This design comes from an exercise in tuning for small area on the open sky130 flow, not from production work.
Function was checked by simulation only, so behaviour that the tests miss may differ from the original.
No run shown here takes its clock network from TritonCTS; it comes from the design's own scripts or RTL.
The flow treats the clock pin as an ideal source. Dropping or thinning the clock tree relies on that and would not hold on a real chip.
Power figures rest on the tool's default switching activity, not on a simulated workload.

### flow/run.sh
#!/bin/bash
# Layout flow: the standard synthesis, then its combinational logic
# re-mapped for area by ABC (the registers, their names and cells are kept as
# the standard synthesis made them), then the standard layout steps with
# buf_1 port buffers and a clock tree made by flow/manual_cts.tcl.
# Each tool's output goes to its own log file in the work folder.
set -euo pipefail
R=orfs/results/sky130hd/dcf77_clock_top/base

bash standard.sh synth > 1_standard_synth.log 2>&1
cp "$R/1_2_yosys.v" standard_synth.v

# re-map, and use the result only if it is proven equivalent
if yosys -c flow/resyn.tcl > 2_resyn.log 2>&1 &&
   yosys -c flow/equiv.tcl > 3_equiv.log 2>&1; then
  # the re-mapped netlist replaces the synthesis result; make rebuilds from it
  cp resyn.v "$R/1_2_yosys.v"
else
  echo "re-mapping not used" > 3_equiv_failed.txt
fi

bash standard.sh finish \
  BUFFER_PORTS_ARGS="-buffer_cell sky130_fd_sc_hd__buf_1" \
  PRE_CTS_TCL="$PWD/flow/manual_cts.tcl" \
  > 4_standard_layout.log 2>&1
### flow/conb.v
module sky130_fd_sc_hd__conb_1(output HI, output LO);
  assign HI = 1'b1;
  assign LO = 1'b0;
endmodule
### flow/equiv.tcl
# Prove that the re-mapped netlist (resyn.v) computes what the standard
# synthesis netlist (standard_synth.v) computes: the register cells are cut
# into inputs (their outputs) and outputs (their inputs), matched by instance
# name, and a SAT miter checks every output and register input.
yosys -import
set lib $::env(FLOW_HOME)/platforms/sky130hd/lib/sky130_fd_sc_hd__tt_025C_1v80.lib
read_liberty -ignore_miss_func $lib
set fh [open $lib]
set text [read $fh]
close $fh
foreach {all cell} [regexp -all -inline {cell\s*\(\s*"?(sky130_fd_sc_hd__\w+)"?\s*\)} $text] {
  if { [regexp {__(df|edf|sdf|sedf|dl[rx]|dlclkp|sdlclkp)} $cell] } {
    blackbox $cell
  }
}
read_verilog -overwrite flow/conb.v
read_verilog standard_synth.v
yosys rename $::env(FLOW_TOP) gold
read_verilog resyn.v
yosys rename $::env(FLOW_TOP) gate
hierarchy -check
yosys cd gate
check -assert
yosys cd
flatten gold gate
opt_clean
yosys cd gold
yosys rename -hide w:* x:* %d
yosys cd gate
yosys rename -hide w:* x:* %d
yosys cd
expose -evert gold gate
opt_clean
miter -equiv -flatten -make_outputs -ignore_gold_x gold gate miter
hierarchy -top miter
sat -verify -prove trigger 0 miter
### flow/manual_cts.tcl
# Clock tree made by hand, sourced before ORFS's CTS step (PRE_CTS_TCL).
# The clock port drives one root buffer; the root drives NLEAF leaf buffers;
# the flip-flops are split into NLEAF groups of nearby cells (columns by x,
# then rows by y within each column), each driven by a leaf buffer placed at
# the group's centroid. All leaves are the same cell with about the same load,
# so every register's clock arrives at about the same time. ORFS's
# clock_tree_synthesis is then skipped; the rest of its CTS step (detailed
# placement, timing repair) runs as usual.
proc manual_cts { clk_port nbuf bufcell rootcell } {
  set block [ord::get_db_block]
  set db [ord::get_db]
  set master [$db findMaster $bufcell]
  set clknet [[$block findBTerm $clk_port] getNet]
  set sinks {}
  foreach it [$clknet getITerms] {
    set loc [[$it getInst] getLocation]
    lappend sinks [list $it [lindex $loc 0] [lindex $loc 1]]
  }
  set n [llength $sinks]
  set ncol [expr {int(ceil(sqrt($nbuf)))}]
  while { $nbuf % $ncol != 0 } { incr ncol -1 }
  set nrow [expr {$nbuf / $ncol}]
  set sorted [lsort -integer -index 1 $sinks]
  set groups {}
  set per_col [expr {double($n) / $ncol}]
  for {set c 0} {$c < $ncol} {incr c} {
    set lo [expr {int(round($c * $per_col))}]
    set hi [expr {int(round(($c + 1) * $per_col)) - 1}]
    set col [lsort -integer -index 2 [lrange $sorted $lo $hi]]
    set m [llength $col]
    set per_row [expr {double($m) / $nrow}]
    for {set r 0} {$r < $nrow} {incr r} {
      set lo2 [expr {int(round($r * $per_row))}]
      set hi2 [expr {int(round(($r + 1) * $per_row)) - 1}]
      lappend groups [lrange $col $lo2 $hi2]
    }
  }
  # root buffer at the centroid of all sinks
  set rnet [odb::dbNet_create $block "clknet_root_$clk_port"]
  $rnet setSigType CLOCK
  set root [odb::dbInst_create $block [$db findMaster $rootcell] "clkbuf_root_$clk_port"]
  [$root findITerm A] connect $clknet
  [$root findITerm X] connect $rnet
  set sx 0; set sy 0
  foreach s $sinks { incr sx [lindex $s 1]; incr sy [lindex $s 2] }
  $root setLocation [expr {$sx / $n}] [expr {$sy / $n}]
  $root setPlacementStatus PLACED
  set i 0
  foreach g $groups {
    set net [odb::dbNet_create $block "clknet_leaf_${i}_$clk_port"]
    $net setSigType CLOCK
    set buf [odb::dbInst_create $block $master "clkbuf_leaf_${i}_$clk_port"]
    [$buf findITerm A] connect $rnet
    [$buf findITerm X] connect $net
    set sx 0; set sy 0
    foreach s $g {
      set it [lindex $s 0]
      $it disconnect
      $it connect $net
      incr sx [lindex $s 1]; incr sy [lindex $s 2]
    }
    set k [llength $g]
    $buf setLocation [expr {$sx / $k}] [expr {$sy / $k}]
    $buf setPlacementStatus PLACED
    incr i
  }
  puts "manual_cts: $n sinks, root $rootcell, $nbuf leaves $bufcell"
}

set clk_port [get_full_name [lindex [get_property [lindex [all_clocks] 0] sources] 0]]
manual_cts $clk_port 8 sky130_fd_sc_hd__clkbuf_8 sky130_fd_sc_hd__clkbuf_4
set_propagated_clock [all_clocks]
proc clock_tree_synthesis { args } {
  puts "clock_tree_synthesis skipped: the clock tree was made by flow/manual_cts.tcl"
}
### flow/resyn.abc
strash
&get -n
&deepsyn -T 120
&put
dch -f
amap
strash
dch -f
amap
### flow/resyn.tcl
# Re-map the combinational logic of the standard synthesis netlist for area.
# Sequential cells are read as black boxes, so every register instance keeps
# its name, its cell and its connections; everything else is flattened into
# logic and mapped again by ABC with flow/resyn.abc.
yosys -import
set lib $::env(FLOW_HOME)/platforms/sky130hd/lib/sky130_fd_sc_hd__tt_025C_1v80.lib

read_liberty -ignore_miss_func $lib
set fh [open $lib]
set text [read $fh]
close $fh
foreach {all cell} [regexp -all -inline {cell\s*\(\s*"?(sky130_fd_sc_hd__\w+)"?\s*\)} $text] {
  if { [regexp {__(df|edf|sdf|sedf|dl[rx]|dlclkp|sdlclkp)} $cell] } {
    blackbox $cell
  }
}

# the tie cell has no logic function in the library
read_verilog -overwrite flow/conb.v
read_verilog standard_synth.v
hierarchy -top $::env(FLOW_TOP)
tee -o resyn_before.txt stat -liberty $lib
flatten
opt_clean
synth -run fine:
abc -liberty $lib -dont_use *lpflow* -dont_use *probe* -script [pwd]/flow/resyn.abc
opt_clean -purge
setundef -zero
hilomap -singleton -hicell sky130_fd_sc_hd__conb_1 HI -locell sky130_fd_sc_hd__conb_1 LO
insbuf -buf sky130_fd_sc_hd__buf_1 A X
splitnets
opt_clean -purge
# (check runs in flow/equiv.tcl on the written netlist)
tee -o resyn_after.txt stat -liberty $lib
write_verilog -noattr -nohex -nodec resyn.v
### standard.sh
#!/bin/bash
# synth_recipe.tcl (not shown) runs the flow's synth.tcl, then flattens the netlist and writes it again
# the make line also repeats each setting of config.mk as NAME=value (left out here)
make -C /OpenROAD-flow-scripts/flow DESIGN_CONFIG=/design/flow/config.mk WORK_HOME=/design/flow/orfs CLKGATE_MAP_FILE= SYNTH_SCRIPT=/design/flow/synth_recipe.tcl "${@:-finish}"
### config.mk
export PLATFORM = sky130hd
export DESIGN_NAME = dcf77_clock_top
export DESIGN_NICKNAME = dcf77_clock_top
export VERILOG_FILES = /design/flow/design.v
export SDC_FILE = /design/flow/constraint.sdc
export NUM_CORES = 4
export LEC_CHECK = 0
export ABC_AREA = 1
export CAP_MARGIN = 20
export CORE_MARGIN = 2
export CORE_UTILIZATION = 60
export SLEW_MARGIN = 20
### constraint.sdc
create_clock -name core_clock -period 10.0 [get_ports {clk}]
set_input_delay 2.0000 -clock core_clock [delete_from_list [all_inputs] [get_ports {clk}]]
set_output_delay 2.0000 -clock core_clock [all_outputs]
set_load 0.01 [all_outputs]
### design.v
module sync_reset(input        clk,     
		  input        key,     
		  output logic reset);  
   logic [1:0] reset_s;  
   always_ff @(posedge clk or negedge key)
     if(!key)
       reset_s<=2'b11;
     else
       reset_s<={reset_s[1]&reset_s[0],!reset_s[1]};
   always_comb reset=reset_s[1] | !reset_s[0];
endmodule
module clk_en
  (input        reset,    
   input        clk,      
   output logic clk_en);  
   logic [4:0] lfsr_10ms;  
   always_ff @(posedge clk)
     if(reset || clk_en)
       lfsr_10ms<='0;
     else
       lfsr_10ms<={lfsr_10ms[3:0],~(lfsr_10ms[4]^lfsr_10ms[2])};
   always_comb
     clk_en=(lfsr_10ms==5'b11010);
endmodule
module dcf77(input               reset,        
	     input               clk,          
	     input               clk_en,       
	     input               rx,           
	     output logic [58:0] data_shift,   
	     output logic        error,        
	     output logic        sync);        
   logic [0:3]  rx_s;            
   logic [0:2]  rx_d;            
   logic [7:0]  counter_start;   
   logic [4:0]  counter_pulse;   
   logic        data_valid;      
   logic        valid;
   logic        rise,fall,start,d;
   logic        par1,par2,par3;  
   always_comb
     begin
	rise =rx_d[1] && !rx_d[2];   
	fall =!rx_d[1] && rx_d[2];   
	start=rise && (counter_start>8'd151 || counter_start==8'd0);
	counter_pulse=counter_start[4:0]-5'd2;
	d    =counter_pulse>=5'd15;  
     end
   always_ff @(posedge clk)
     if(reset)
       begin
	  rx_s              <='0;
	  rx_d              <='0;
	  counter_start     <='0;
	  data_shift        <='0;
	  {par1,par2,par3}  <='0;
	  error             <='1;
	  data_valid        <='0;
       end
     else if(clk_en)
       begin
	  rx_s<={rx,rx_s[0:2]};
	  rx_d[0]<=(rx_s[1] && rx_s[2]) || (rx_s[2] && rx_s[3]) || (rx_s[1] && rx_s[3]);
	  rx_d[1:2]<=rx_d[0:1];
	  if(rise)
	    counter_start<=8'd2;
	  else
	    counter_start<=counter_start+8'd1;
	  if(fall)
	    begin
	       data_shift<={d,data_shift[58:1]};
	       par1<=par1^data_shift[29]^data_shift[21];
	       par2<=par2^data_shift[36]^data_shift[29];
	       par3<=par3^d^data_shift[36];
	    end
	  data_valid<=start && valid;
	  if(start)
	    error<=!valid;
       end
   always_comb sync=data_valid & clk_en;
   logic p1,p2,p3;                    
   logic start_of_minute,             
	 start_of_encoding_times,
	 minutes,hours,day_of_month,
	 day_of_week_ok,month_ok,year_ok;
   always_comb
     begin:validy_check
	p1=!par1;  
	p2=!par2;  
	p3=!par3;  
	start_of_minute=!data_shift[0];
	start_of_encoding_times=data_shift[20];
	minutes       =(data_shift[27:25]<6 && data_shift[24:21]<10);
	hours         =(data_shift[34:33]<3 && data_shift[32:29]<10 && !(data_shift[34:33]==2 && data_shift[32:29]>3));
	day_of_month  =(data_shift[39:36]<10 && !(data_shift[41:40]==3 && data_shift[39:36]>1));
	day_of_week_ok=(data_shift[44:42]>0);
	month_ok      =(data_shift[48:45]<10 && !(data_shift[49]==1 && data_shift[48:45]>2));
	year_ok       =(data_shift[57:54]<10 && data_shift[53:50]<10);
	valid=(p1 && p2 && p3 &&
	       start_of_minute && start_of_encoding_times &&
	       minutes && hours &&
	       day_of_month && day_of_week_ok &&
	       month_ok && year_ok);
     end:validy_check
endmodule
module clock(input        reset,       
	     input        clk,         
	     input        clk_en,      
	     input        dcf77_sync,  
	     input  [58:0] dcf77_data,  
	     output logic [3:0] year1,year0,
	     output logic       month1,
	     output logic [3:0] month0,
	     output logic [3:0] day1,day0,
	     output logic [1:0] hour1,
	     output logic [3:0] hour0,
	     output logic [2:0] minute1,
	     output logic [3:0] minute0,
	     output logic [2:0] second1,
	     output logic [3:0] second0,
	     output logic [2:0] day_of_week);
   logic [6:0] counter;
   logic leap_year,february,month_has_30_days,month_has_31_days,
	 last_tick,last_second,last_minute,last_hour,last_day,last_month,last_year,
	 s0_9,m0_9,h0_9,d0_9,mo0_9,y0_9;
   function automatic [3:0] bcd_inc(input [3:0] q);
      bcd_inc={q[3] ? !q[0] : q[2]&q[1]&q[0],
	       q[2]^(q[1]&q[0]),
	       !q[3]&(q[1]^q[0]),
	       !q[0]};
   endfunction
   always_comb
     begin:flags
	s0_9 =second0[3]&second0[0];
	m0_9 =minute0[3]&minute0[0];
	h0_9 =hour0[3]&hour0[0];
	d0_9 =day0[3]&day0[0];
	mo0_9=month0[3]&month0[0];
	y0_9 =year0[3]&year0[0];
	february         =!month1 && month0==4'd2;
	month_has_30_days=(!month1 && (month0==4'd4 || month0==4'd6 || month0==4'd9)) ||
			  (month1 && month0[0]);
	month_has_31_days=(!month1 && (month0==4'd1 || month0==4'd3 || month0==4'd5 ||
				       month0==4'd7 || month0==4'd8)) ||
			  (month1 && !month0[0]);
	leap_year=!year0[0] && (year0[1]==year1[0]) && (year0!=4'd0 || year1!=4'd0);
	last_tick  =counter==7'b1001011;
	last_second=second1[2]&second1[0]&s0_9;
	last_minute=minute1[2]&minute1[0]&m0_9;
	last_hour  =hour1[1]&hour0[1]&hour0[0];
	last_day   =(february && !leap_year && day1==4'd2 && day0[3] && !day0[0]) ||
		    (february && leap_year && day1==4'd2 && d0_9) ||
		    (month_has_30_days && day1==4'd3 && day0==4'd0) ||
		    (month_has_31_days && day1==4'd3 && day0==4'd1);
	last_month =month1 && month0[1];
	last_year  =year1[3]&year1[0]&y0_9;
     end:flags
   always_ff @(posedge clk)
     begin:main
	if(reset)
	  begin
	     counter    <='0;
	     year1      <='0;
	     year0      <='0;
	     month1     <='0;
	     month0     <=4'd1;
	     day1       <='0;
	     day0       <=4'd1;
	     day_of_week<=3'd1;
	     hour1      <='0;
	     hour0      <='0;
	     minute1    <='0;
	     minute0    <='0;
	     second1    <='0;
	     second0    <='0;
	  end
	else if(clk_en)
	  begin
	     if(dcf77_sync)
	       begin
		  counter    <=7'b1111110;  
		  year1      <=dcf77_data[57:54];
		  year0      <=dcf77_data[53:50];
		  month1     <=dcf77_data[49];
		  month0     <=dcf77_data[48:45];
		  day_of_week<=dcf77_data[44:42];
		  day1       <={2'b0,dcf77_data[41:40]};
		  day0       <=dcf77_data[39:36];
		  hour1      <=dcf77_data[34:33];
		  hour0      <=dcf77_data[32:29];
		  minute1    <=dcf77_data[27:25];
		  minute0    <=dcf77_data[24:21];
		  second1    <='0;
		  second0    <='0;
	       end
	     else
	       begin
		  if(last_tick)
		    counter<=7'd0;
		  else
		    counter<={counter[5:0],~(counter[6]^counter[5])};
		  if(last_tick)
		    begin:count_seconds
		       second0<=bcd_inc(second0);
		       if(s0_9)
			 second1<=last_second ? 3'd0 : second1+3'd1;
		       if(last_second)
			 begin:count_minutes
			    minute0<=bcd_inc(minute0);
			    if(m0_9)
			      minute1<=last_minute ? 3'd0 : minute1+3'd1;
			 end:count_minutes
		       if(last_minute && last_second)
			 begin:count_hours
			    if(last_hour)
			      begin
				 hour0<=4'd0;
				 hour1<=2'd0;
			      end
			    else
			      begin
				 hour0<=bcd_inc(hour0);
				 if(h0_9)
				   hour1<=hour1+2'd1;
			      end
			 end:count_hours
		       if(last_hour && last_minute && last_second)
			 begin:count_days
			    day_of_week<=(day_of_week==3'd7) ? 3'd1 : day_of_week+3'd1;
			    if(last_day)
			      begin
				 day0<=4'd1;
				 day1<=4'd0;
			      end
			    else
			      begin
				 day0<=bcd_inc(day0);
				 if(d0_9)
				   day1<=day1+4'd1;
			      end
			 end:count_days
		       if(last_day && last_hour && last_minute && last_second)
			 begin:count_months
			    if(last_month)
			      begin
				 month0<=4'd1;
				 month1<=1'b0;
			      end
			    else
			      begin
				 month0<=bcd_inc(month0);
				 if(mo0_9)
				   month1<=1'b1;
			      end
			 end:count_months
		       if(last_month && last_day && last_hour && last_minute && last_second)
			 begin:count_years
			    year0<=bcd_inc(year0);
			    if(y0_9)
			      year1<=last_year ? 4'd0 : year1+4'd1;
			 end:count_years
		    end:count_seconds
	       end
	  end
     end:main
endmodule
module display_decoder(input        [2:0] SW,           
		       input        [3:0] year1,year0,
		       input              month1,
		       input        [3:0] month0,
		       input        [3:0] day1,day0,
		       input        [1:0] hour1,
		       input        [3:0] hour0,
		       input        [2:0] minute1,
		       input        [3:0] minute0,
		       input        [2:0] second1,
		       input        [3:0] second0,
		       input        [2:0] day_of_week,
		       output logic [6:0] HEX0,   
		       output logic [6:0] HEX1,   
		       output logic [6:0] HEX2,   
		       output logic [6:0] HEX3);  
   logic [3:0] digit0,digit1,digit2,digit3;
   always_comb
     begin
	if(SW[0])
	  begin
	     digit0=second0;
	     digit1={1'b0,second1};
	  end
	else if(SW[1])
	  begin
	     digit0=day0;
	     digit1=day1;
	  end
	else if(SW[2])
	  begin
	     digit0=month0;
	     digit1={3'b0,month1};
	  end
	else
	  begin
	     digit0=minute0;
	     digit1={1'b0,minute1};
	  end
	digit2=SW[2] ? year0 : hour0;
	digit3=SW[2] ? year1 : {2'b0,hour1};
	HEX0=dec_digit(digit0);
	HEX1=hex_digit(digit1);
	if(SW[0])
	  begin
	     HEX3=~7'b0;
	     HEX2=~7'b0;
	  end
	else if(SW[1])
	  {HEX3,HEX2}=week_day_chars(day_of_week);
	else
	  begin
	     HEX3=dec_digit(digit3);
	     HEX2=dec_digit(digit2);
	  end
     end
   function [6:0] hex_digit(input [3:0] i);
      case(i)               
	4'h0:    hex_digit=~7'b0111111;   
	4'h1:    hex_digit=~7'b0000110;   
	4'h2:    hex_digit=~7'b1011011;   
	4'h3:    hex_digit=~7'b1001111;   
	4'h4:    hex_digit=~7'b1100110;   
	4'h5:    hex_digit=~7'b1101101;   
	4'h6:    hex_digit=~7'b1111101;   
	4'h7:    hex_digit=~7'b0000111;   
	4'h8:    hex_digit=~7'b1111111;   
	4'h9:    hex_digit=~7'b1101111;   
	4'ha:    hex_digit=~7'b1110111;   
	4'hb:    hex_digit=~7'b1111100;   
	4'hc:    hex_digit=~7'b0111001;   
	4'hd:    hex_digit=~7'b1011110;   
	4'he:    hex_digit=~7'b1111001;   
	default: hex_digit=~7'b1110001;   
      endcase
   endfunction
   function [6:0] dec_digit(input [3:0] i);
      dec_digit=hex_digit(i[3] ? {3'b100,i[0]} : i);
   endfunction
   function [13:0] week_day_chars(input [2:0] i);
      case(i)               
	3'd1:    week_day_chars=~14'b0110111_1011100;   
	3'd2:    week_day_chars=~14'b1111000_0011100;   
	3'd3:    week_day_chars=~14'b0111110_1111001;   
	3'd4:    week_day_chars=~14'b1111000_1110100;   
	3'd5:    week_day_chars=~14'b1110001_1010000;   
	3'd6:    week_day_chars=~14'b1101101_1110111;   
	default: week_day_chars=~14'b1101101_1011100;   
      endcase
   endfunction
endmodule
module dcf77_clock_top(input        clk,       
		       input        key_n,     
		       input        rx,        
		       input  [2:0] sw_disp,   
		       input        sw_fast,   
		       input        sw_sync,   
		       output [6:0] hex0,      
		       output [6:0] hex1,      
		       output [6:0] hex2,      
		       output [6:0] hex3,      
		       output       led_error, 
		       output       led_rx);   
   wire reset;
   wire clk_en_10ms;
   wire dcf77_error;
   wire dcf77_sync;
   logic clock_clk_en;
   logic clock_dcf77_sync;
   wire [58:0] dcf77_data;
   wire [3:0]  year1,year0,month0,day1,day0,hour0,minute0,second0;
   wire        month1;
   wire [1:0]  hour1;
   wire [2:0]  minute1,second1,day_of_week;
   assign led_error=dcf77_error;
   assign led_rx   =rx;
   sync_reset sync_reset(.clk(clk),.key(key_n),.reset(reset));
   clk_en clk_en(.reset(reset),.clk(clk),.clk_en(clk_en_10ms));
   dcf77 dcf77(.reset(reset),.clk(clk),.clk_en(clk_en_10ms),
	       .rx(rx),
	       .data_shift(dcf77_data),
	       .error(dcf77_error),.sync(dcf77_sync));
   clock clock(.reset(reset),.clk(clk),.clk_en(clock_clk_en),
	       .dcf77_sync(clock_dcf77_sync),.dcf77_data(dcf77_data),
	       .year1(year1),.year0(year0),.month1(month1),.month0(month0),
	       .day1(day1),.day0(day0),.hour1(hour1),.hour0(hour0),
	       .minute1(minute1),.minute0(minute0),.second1(second1),.second0(second0),
	       .day_of_week(day_of_week));
   display_decoder display_decoder(.SW(sw_disp),
				   .year1(year1),.year0(year0),.month1(month1),.month0(month0),
				   .day1(day1),.day0(day0),.hour1(hour1),.hour0(hour0),
				   .minute1(minute1),.minute0(minute0),.second1(second1),.second0(second0),
				   .day_of_week(day_of_week),
				   .HEX0(hex0),.HEX1(hex1),.HEX2(hex2),.HEX3(hex3));
   always_comb
     begin
	clock_clk_en     = clk_en_10ms | sw_fast;
	clock_dcf77_sync = dcf77_sync  & sw_sync;
     end
endmodule
==> results.txt, run 1 <==
- The flow ran to the end and the layout has no timing, DRC or antenna violations.
- Summed over all nets, the half-perimeter wirelength after detailed placement is 9960 um.
- Number of antenna violations at the first check in global routing: 0
- The number of nets handed over by synthesis was 735.
- Max-cap violations in this run came to 0.
* R2R Path Start: clk_en.lfsr_10ms[1]
* Clock network latency to the later pin of the worst-skew pair: 0.47 ns
- Cell count of the worst hold path: 2
- Detailed Routing Iterations Pass 1: 5
* Measured slew at the worst slew-check pin: 0.971 ns
- In the global route stage, overall resource usage came out at 25.0%.
* DR vias/cell: 5.81
- In this run the worst setup path begins at sw_disp[0].
* Data required time at the worst endpoint: 8.00 ns
* Clock transition time at the flip-flop clock pins of the worst setup and hold paths: 0.10 ns
- Measured along the x axis, the die boundary spans 101 um.
- Hold Crit Start: clk_en.lfsr_10ms[3]
- The via count of the first global-routing pass came to 4711.
- Wire length per cell after detailed routing: 14.5 um
- # hold bufs at CTS: 0
- Summing over every cut layer, the via total after detailed routing is 5256.
- Critical path class: input port to output pin
- Setup violations remaining at the end of the flow were counted as 0.
- Based on the critical path, the design can be clocked at up to 153 MHz.
- Remaining antenna violation count after routing: 0
- STA classifies the critical path startpoint as an input port.
- Each instance of the synthesized netlist takes up on average 7.83 um^2.
- After detailed placement, the design holds a cell count of 894.
* Placed instance area: 0.00601 mm^2
- Endpoint class of the critical path: output pin
- During placement, the flow inserted port buffers numbering 37.
* Worst Path Max Fanout: 13
- Share of layout cells above drive strength 1: 1.94%
- Summing all non-filler instances in the final layout gives an area of 0.00614 mm^2.
* Leak pwr: 2.03 nW
* Net count reported at finish: 785
- N_diodes: 0
- For this design the ratio of total power to cell area is 137 mW/mm^2.
- Starting utilization of the core area: 61.6%
- Total of fill cells in the finished design: 847
* Setup TNS: 0 ns
- The congestion estimate from routability-driven global placement came to 0.861.
- Final Cycle Share: 65.5%
- The core region is 0.00924 mm^2.
- Number of buffers added for setup after CTS: 0
- Number of DRC markers after the initial detailed-route iteration: 234
- Setup repair after global routing missed its margin: false
- Between clock sinks in the finished design, the worst skew comes to 0.0100 ns.
* Peak VDD IR: 0.133 mV
- Slew headroom: 34.6%
- Total die area: 0.0103 mm^2
* Hold Fails Final Rpt: 0
- In this run the worst hold path is classified as flip-flop to flip-flop.
- The first global-routing pass estimated 21400 um of wire.
* Final critical-path required period: 6.55 ns
* Post-route DRC violation count: 0
- Once the clock tree was built, the resizer swapped 0 gates to a different size.
* Post-Syn Area: 0.00569 mm^2
* Largest net degree at the start of global routing: 60
- At the worst endpoint, the arrival time is 4.55 ns.
* Standard-cell rows: 35
- Area growth from synthesis to layout: 7.94%
* Sum of overflow across all layers after global routing: 0
- In this run the count of I/O pins placed on the die edge is 38.
- The Yosys step of the flow raised 6 warnings.
* Final cell count without fillers: 904
- Summed over all layers, the routed wires come to 13100 um.
* Number of cells produced by synthesis: 727
* Final number of max-transition violations: 0
- The number of cells on the worst reg-to-reg path is 24.
* Floorplan die height: 101 um
==> stage by stage <==
| stage | hold WS, ns | worst slack, ns | power [W] | utilization [%] |
|---|---|---|---|---|
| finish | 0.433 | 3.45 | 0.000844 | 66.5 |
| global route | 0.441 | 3.14 | 0.000874 | 66.5 |
| CTS | 0.433 | 3.48 | 0.000849 | 66.3 |
| detailed placement | 0.418 | 3.50 | 0.000626 | 65.0 |
| global placement | 0.410 | 3.63 | 0.000624 | 65.0 |
| floorplan | 0.404 | 4.24 | 0.000608 | - |
==> worst paths after layout <==
path	endpoint	slack, ns
worst max-delay path	hex1[6]	3.45
worst min-delay path	clk_en.lfsr_10ms[4]	0.43
worst max register to register	clock.year1[2]	4.82
worst min register to register	clk_en.lfsr_10ms[4]	0.43
max in group asynchronous	sync_reset.reset_s[0]	8.51
min in group asynchronous	sync_reset.reset_s[1]	1.47
==> final cells by class <==
class	instances	area, um^2	share of cell area [%]
Multi-Input combinational cell	453	2420	39.5
Timing Repair Buffer	40	174	2.83
Sequential cell	137	2760	44.8
Tap cell	129	161	2.63
Buffer	9	118	1.91
Inverter	136	510	8.31
==> state kept, by name (all words and copies together) (netlist names), 5 cells and up <==
register             cells
clk_en.lfsr_10ms         5
clock.counter            7
dcf77.data_shift        59
dcf77.counter_start      8
==> where the power goes <==
group | switching (W) | total, W | internal (W)
logic | 0.0000332 | 0.0000514 | 0.0000181
registers | 0.00000677 | 0.000562 | 0.000555
clock network | 0.000154 | 0.000230 | 0.0000762
total | 0.000194 | 0.000844 | 0.000650
==> routing by layer <==
layer  GRT usage, %  routed length (um)
met1           34.2                6010
met2           42.9                6140
met3           1.38                 513
met4           7.48                 400
met5              0                   0
==> worst max-delay path, stage by stage <==
cell and delay, ns:
buf_1 0.42, clkinv_1 0.39, nand2_1 0.17, nor2_1 0.05, a221oi_1 0.35, clkinv_1 0.23
nor2_1 0.18, nor2_1 0.09, nand2_1 0.11, nand2_1 0.07, o21bai_1 0.17, o22ai_1 0.14
buf_1 0.17
==> cell usage in the layout (no fill, tap or decap), types with 5 or more instances in the layout <==
cell,instances
a222oi_1,5
or2_0,5
nor3_1,25
nor2_1,116
o32ai_1,14
o221ai_1,7
o21a_1,5
nand2_1,52
clkinv_1,136
a21oi_1,25
clkbuf_8,8
o22ai_1,87
and3_1,6
o21ai_0,44
buf_1,37
or3_1,6
a211oi_1,10
dfxtp_1,135
nand3_1,7
==> inputs of run 2 (changes only) <==
--- a/design.v
+++ b/design.v
@@ -32,6 +32,6 @@
    logic [0:3]  rx_s;            
    logic [0:2]  rx_d;            
-   logic [7:0]  counter_start;   
    logic [4:0]  counter_pulse;   
+   logic [7:0]  counter_start;   
    logic        data_valid;      
    logic        valid;
@@ -43,5 +43,4 @@
 	fall =!rx_d[1] && rx_d[2];   
 	start=rise && (counter_start>8'd151 || counter_start==8'd0);
-	counter_pulse=counter_start[4:0]-5'd2;
 	d    =counter_pulse>=5'd15;  
      end
@@ -52,4 +51,5 @@
 	  rx_d              <='0;
 	  counter_start     <='0;
+	  counter_pulse     <='0;
 	  data_shift        <='0;
 	  {par1,par2,par3}  <='0;
@@ -66,4 +66,8 @@
 	  else
 	    counter_start<=counter_start+8'd1;
+	  if(rx_d[0:1]==2'b10)  
+	    counter_pulse<=5'd0;
+	  else if(rx_d[0:1]==2'b11)  
+	    counter_pulse<=counter_pulse+5'd1;
 	  if(fall)
 	    begin
==> results.txt, run 2 <==
- The flow ran to the end and the layout has no timing, DRC or antenna violations.
- Gr usage total: 25.5%
* Via count: 5465
* Synth Net Count: 761
- Maximum clock frequency: 143 MHz
- Length of routed wiring on met1: 6410 um
* Post-Syn Area: 0.00593 mm^2
- Cells fill 65.7% of the core in the end.
- Routed wl met2: 6430 um
- N_diodes: 0
- Setup repair after global routing left no endpoint under its margin.
* Largest net degree at the start of global routing: 60
- For this run, the post-layout net count is 810.
- Most flops, register: dcf77.data_shift
* Floorplan die height: 103 um
- In the final routed layout, each cell accounts on average for 14.8 um.
- The clock arrives with 0.0157 ns of skew.
* Post-route DRC violation count: 0
- Setup slack at placement: 2.81 ns
- Sum of overflow across all layers after global routing: 0
- In the routed layout, each cell is associated on average with a via count of 5.86.
- In the final layout, flip-flops and latches occupy 0.00286 mm^2.
- Registers with the most flip-flops: dcf77.data_shift (59), dcf77.counter_start (8), clock.counter (7)
- Ports: 38
* Slew headroom: 41.9%
- Commonest non-fill, non-tap cells in the layout: clkinv_1 (150), dfxtp_1 (140), nor2_1 (121)
- Multi-input combinational cell area: 0.00251 mm^2
- Max-cap violations in this run came to 0.
- Detailed Routing Iterations Pass 1: 5
- At the worst endpoint, the required time is 8.00 ns.
* Clock network latency to the later pin of the worst-skew pair: 0.48 ns
* Final critical-path required period: 6.99 ns
* Hold crit path type: flip-flop to flip-flop
- In the synthesized netlist, the number of instances is 753.
* Number of antenna violations at the first check in global routing: 0
- Critical path class: input port to output pin
* Cell count of the worst hold path: 2
- Max reg flops: 59
- The analysis attributes to cell leakage a power of 2.07 nW.
- Core area: 0.00968 mm^2
* Final number of max-transition violations: 0
- Starting utilization of the core area: 61.2%
- Worst Path Max Fanout: 10
* Total die area: 0.0107 mm^2
- In the final layout, the share of cells above drive strength 1 is 1.63%.
- Setup violations remaining at the end of the flow were counted as 0.
* Clock transition time at the flip-flop clock pins of the worst setup and hold paths: 0.10 ns
- Number of buffer cells added on primary ports: 37
- Leaving out fill and tap cells, the most frequent cell in the layout is clkinv_1.
- In the final timing run, aggregate negative setup slack is 0 ns.
- Routability congestion estimate: 0.925
- Post-synthesis average cell area: 7.87 um^2
* HPWL after detailed placement: 10500 um
- The highest metal layer carrying signal wires in the routed design is met4.
* Standard-cell rows: 36
- Total of cells resized after clock tree synthesis: 0
* Final Cycle Share: 69.9%
- Number of DRC markers after the initial detailed-route iteration: 307
- The worst setup path is launched from an input port.
- From left edge to right edge, the die measures 103 um.
- The hold violation count in the final report is 0.
- IR analysis of the VDD net gives a maximum drop of 0.136 mV.
- Remaining antenna violation count after routing: 0
- For this run, the number of Yosys warnings is 6.
- For this design the ratio of total power to cell area is 137 mW/mm^2.
- Setup slack closes at 3.01 ns.
- Number of buffers added for setup after CTS: 0
- Endpoint class of the critical path: output pin
* Arrival time of the worst setup path: 4.99 ns
* Total of fill cells in the finished design: 851
- Depth of the worst register-to-register path: 28
* Area growth from synthesis to layout: 7.32%
* Measured slew at the worst slew-check pin: 0.868 ns
* Amount of wire on met3 after detailed routing: 662 um
- Total detailed-routing wirelength: 13800 um
- The via count of the first global-routing pass is 4820.
- First-pass GRT wire length: 22300 um
- # hold bufs at CTS: 0
-- run 2: metrics by stage --
stage,hold slack (ns),total power (W),instances,area [um^2]
CTS,0.438,0.000875,933,6360
floorplan,0.404,0.000630,753,5930
global placement,0.421,0.000645,924,6240
finish,0.434,0.000871,933,6360
global route,0.458,0.000901,933,6360
detailed placement,0.417,0.000648,924,6240
-- run 2: final cells by class --
type / count / area share (%)
sequential: 142 / 44.9
multi-input combinational: 460 / 39.4
inverter: 150 / 8.85
tap: 133 / 2.62
timing repair buffer: 39 / 2.42
buffer: 9 / 1.85
-- run 2: path summary, 6_finish.rpt --
path                                     start                     to  slack, ns
min                        clk_en.lfsr_10ms[3]    clk_en.lfsr_10ms[4]       0.43
max reg2reg                   clock.counter[6]         clock.year1[3]       3.61
min reg2reg                clk_en.lfsr_10ms[3]    clk_en.lfsr_10ms[4]       0.43
max in group asynchronous                key_n  sync_reset.reset_s[1]       8.50
min in group asynchronous                key_n  sync_reset.reset_s[0]       1.48
max                                 sw_disp[0]                hex1[2]       3.01
-- run 2: where the power goes --
group          total [W]  switching (W)  internal (W)
clock network   0.000235       0.000159     0.0000763
registers       0.000579     0.00000384      0.000575
logic          0.0000566      0.0000370     0.0000196
total           0.000871       0.000200      0.000671
-- run 2: critical path: stages --
cell and delay, ns:
buf_1 0.36, clkinv_1 0.41, nand3_1 0.31, nor2_1 0.07
a221oi_1 0.47, clkinv_1 0.23, nor2_1 0.22, clkinv_1 0.14
o21ai_0 0.12, nor2_1 0.09, a2111oi_0 0.37, buf_1 0.19
-- run 2: metal layers --
metal	global-route usage [%]	vias up
met4	6.28	0
met2	42.8	141
met1	36.4	2517
li1	-	2775
met3	1.28	32
met5	0	-

==> re-timing with driven ports <==
No port has a modelled driver above. Below, the same layouts with a new extraction and two added sets of constraints.
Step 1: set_driving_cell puts a clkbuf_16 on clk and a buf_2 on each other input, an assumption about the parent block.
Step 2 also shifts input and output timing later by t, the mid clock arrival at the registers, as if the neighbouring blocks saw the same clock.
Three values: ideal, step 1, step 2; two values: the first two.
| run | shift t [ns] | setup WS [ns] | clock arrival spread, ns | worst register clock-pin slew, ns | worst slew at a driven data input, ns |
|---|---|---|---|---|---|
| run 1 | 0.494 | 3.455 / 3.431 / 3.431 | 0.010 / 0.011 | 0.11 / 0.11 | 0.03 |
| run 2 | 0.505 | 3.012 / 2.985 / 2.756 | 0.016 / 0.016 | 0.11 / 0.11 | 0.03 |
After both steps setup and hold are still met in every run listed. For run 2, which loses most, drivers alone change the setup slack by -0.027 ns; drivers and shift together by -0.256 ns.
